This is an optimization exercise on Yosys and OpenROAD, whose aim is small area, a short achievable clock period and few clock cycles, not a production implementation. The RTL was checked by simulation tests, not by an equivalence proof against the original design. No activity file was given, so power comes from the tool's default toggle rates.

Setup of v51:
==> flow/design.v (excerpt) <==
module Top(
  input wire clock,
  input wire reset_n,
  input wire start,
  input wire [127:0] M1_ReadBus1,
  output wire [15:0] M1_ReadAddress1,
  input wire [35:0] M2_ReadBus1,
  input wire [19:0] M2_ReadBus2,
  output wire [15:0] M2_ReadAddress1,
  output wire [15:0] M2_ReadAddress2,
  output wire [127:0] M2_WriteBus,
  output wire [15:0] M2_WriteAddress,
  output wire M2_WriteEnable,
  input wire [127:0] M3_ReadBus1,
  output wire [15:0] M3_ReadAddress1,
  output wire [127:0] M3_WriteBus,
  output wire [15:0] M3_WriteAddress,
  output wire M3_WriteEnable,
  output wire [127:0] M4_WriteBus,
  output wire [15:0] M4_WriteAddress,
  output wire M4_WriteEnable
  );
For scale: ~2800 cells after synthesis, ~810 I/O pins, ~19000 sq um of cells after synthesis.
clock: 8.0 ns
lec_check: 0
abc_area: 1
cap_margin: 20
core_area: 3 3 237 237
cts_buf_list: sky130_fd_sc_hd__clkbuf_4 sky130_fd_sc_hd__clkbuf_8
die_area: 0 0 240 240
setup_slack_margin: 4.8
slew_margin: 20
standard.sh (not shown) runs the stock make flow with config.mk's settings and CLKGATE_MAP_FILE= SYNTH_SCRIPT=/design/flow/synth_recipe.tcl, a recipe that flattens the netlist after the stock synthesis.
==> flow/flow/run.sh <==
#!/bin/bash
set -euo pipefail
bash standard.sh 'BUFFER_PORTS_ARGS=-buffer_cell sky130_fd_sc_hd__buf_1' finish > make_finish.log 2>&1
Testbench counts of v51, summed over its fixed seeds: cycles 2,326,192.
> inputs changed (v51 -> v3)
# v51
export LEC_CHECK = 0
export ABC_AREA = 1
export CAP_MARGIN = 20
export CORE_AREA = 3 3 237 237
export CTS_BUF_LIST = sky130_fd_sc_hd__clkbuf_4 sky130_fd_sc_hd__clkbuf_8
export DIE_AREA = 0 0 240 240
export SETUP_SLACK_MARGIN = 4.8
export SLEW_MARGIN = 20
create_clock -name core_clock -period 8.0 [get_ports {clock}]
# v3
export LEC_CHECK = 0
export ABC_AREA = 1
export CAP_MARGIN = 20
export CORE_AREA = 3 3 237 237
export CTS_BUF_LIST = sky130_fd_sc_hd__clkbuf_4 sky130_fd_sc_hd__clkbuf_8
export DIE_AREA = 0 0 240 240
export SETUP_SLACK_MARGIN = 5
export SLEW_MARGIN = 20
create_clock -name core_clock -period 8.0 [get_ports {clock}]
- Against v51, v3 reports a relative contribution of combinational cells to total power that is higher.
- Cell area after synthesis: v3 vs v51 identical
- v51 has a higher met3 usage than v3.
- Total length of routed wires ends up lower on v51.
- The area occupied by multi-input gates was comparable across v51 and v3.
- v3 against v51: initial antenna violation count -1, clock period minus final worst setup slack -0.21 ns, maximum resistive drop on vdd went down, fmax +7.2%.
The following lists how v10 was set up differently from v3:
# v3
export LEC_CHECK = 0
export ABC_AREA = 1
export CAP_MARGIN = 20
export CORE_AREA = 3 3 237 237
export CTS_BUF_LIST = sky130_fd_sc_hd__clkbuf_4 sky130_fd_sc_hd__clkbuf_8
export DIE_AREA = 0 0 240 240
export SETUP_SLACK_MARGIN = 5
export SLEW_MARGIN = 20
create_clock -name core_clock -period 8.0 [get_ports {clock}]
# v10
export LEC_CHECK = 0
export ABC_CLOCK_PERIOD_IN_PS = 3000
export CAP_MARGIN = 20
export CORE_AREA = 3 3 237 237
export CTS_BUF_LIST = sky130_fd_sc_hd__clkbuf_4 sky130_fd_sc_hd__clkbuf_8
export DIE_AREA = 0 0 240 240
export SETUP_SLACK_MARGIN = 5
export SLEW_MARGIN = 20
create_clock -name core_clock -period 8.0 [get_ports {clock}]
==> flow/flow/run.sh <==
#!/bin/bash
set -euo pipefail
bash standard.sh 'BUFFER_PORTS_ARGS=-buffer_cell sky130_fd_sc_hd__buf_1' SETUP_SLACK_MARGIN=5.5 finish > make_finish.log 2>&1
Findings:
v10 ran to completion and came out clean on the timing, DRC and antenna checks. On synthesized cell count, the higher figure sits with v3, not v10. Clock transition at the registers of the reported paths delta (v10 -> v3): insignificant. Of v3 and v10, the run reporting the higher length of routed wiring on met1 was v10. v10 vs. v3: vias after detailed routing rose by about 3.7%; relative contribution of combinational cells to total power went up by 14 points; starting density of the core up 0.59 points.


Another version of the RTL of Top (not shown whole).
Size: ~250 flip-flops, about 810 I/O pins, roughly 19000 um^2 of cells after synthesis.
Settings: LEC_CHECK=0, ABC_AREA=1, CAP_MARGIN=20, CORE_AREA=3 3 237 237, CTS_BUF_LIST=sky130_fd_sc_hd__clkbuf_8 sky130_fd_sc_hd__clkbuf_16, DIE_AREA=0 0 240 240, SETUP_SLACK_MARGIN=5, SLEW_MARGIN=20; clock period 8.0 ns.
==> flow/flow/run.sh <==
#!/bin/bash
set -euo pipefail
bash standard.sh 'BUFFER_PORTS_ARGS=-buffer_cell sky130_fd_sc_hd__buf_1' SETUP_SLACK_MARGIN=5.1 finish > make_finish.log 2>&1
Testbench counts at the start, summed over its fixed seeds: cycles 2,326,192.
Rerun with:
==> flow/flow/run.sh (replaced) <==
#!/bin/bash
set -euo pipefail
bash standard.sh 'BUFFER_PORTS_ARGS=-buffer_cell sky130_fd_sc_hd__buf_1' finish > make_finish.log 2>&1
TNS_END_PERCENT = 40   (was default)
Result:
- The changed run completed without violations
- sequential power hardly moves
- wire length drops slightly
- utilization drops by 0.65 points
- critical path depth stays the same
- sequential share of layout area barely changes
- die area does not change
- first-iteration DRC count is lower by roughly a tenth
- setup slack gets worse by 0.14 ns
- design area drops slightly
- synthesized cell count is unchanged
- power drops slightly
Rerun with:
TNS_END_PERCENT = default   (was 40)
Outcome: Maximum frequency increases by a few percent; die area is unchanged; register-to-register slack gains 0.05 ns; routed wire length barely changes; global-route usage is about the same; clock skew is about the same; critical path depth is unchanged; hold slack gains 0.0062 ns; total power stays flat; cell area goes up slightly; via count hardly moves.
Rerun with:
==> flow/flow/run.sh (replaced) <==
#!/bin/bash
set -euo pipefail
bash standard.sh 'BUFFER_PORTS_ARGS=-buffer_cell sky130_fd_sc_hd__buf_1' SETUP_SLACK_MARGIN=5.25 finish > make_finish.log 2>&1
- global-route usage went up by 0.52 points
- non-clock buffer count climbs by 76
- die area does not change

## afterwards: timing with drivers on the ports
In the flow no input, the clock included, has a driving cell. The finished layouts below were timed again as built, in two steps. Step 1 (the two cells are an assumption about what drives the block):
set clk [get_ports {clock}]
set_driving_cell -lib_cell sky130_fd_sc_hd__clkbuf_16 $clk
set_driving_cell -lib_cell sky130_fd_sc_hd__buf_2 [delete_from_list [all_inputs] $clk]
Step 2 adds t to the input delays and takes it off the output delays; t is the mean of the earliest and latest rising clock arrival at the registers after step 1. Input paths then give back, and output paths get back, about the clock's delay inside the block. Slacks: ideal ports / drivers / drivers and shift; pairs: ideal ports / drivers.
run | shift t [ns] | slack for setup (ns) | worst data-port slew with drivers (ns) | pins driven straight from the clock port
v51 | 0.696 | 4.827 / 4.778 / 4.530 | 0.14 | 1
v3 | 0.695 | 5.038 / 4.988 / 4.496 | 0.15 | 1
v10 | 0.716 | 4.832 / 4.832 / 4.502 | 0.15 | 1
the first run of note 2 | 0.660 | 5.103 / 5.041 / 4.614 | 0.18 | 1
the second run of note 2 | 0.659 | 4.963 / 4.903 / 4.494 | 0.18 | 1
the third run of note 2 | 0.660 | 5.023 / 4.962 / 4.528 | 0.17 | 1
the fourth run of note 2 | 0.611 | 5.165 / 5.104 / 4.728 | 0.17 | 1
After both steps setup and hold are still met in every run listed. The setup slack of v3, which loses most, moves by -0.050 ns with the drivers and by -0.542 ns with both steps.
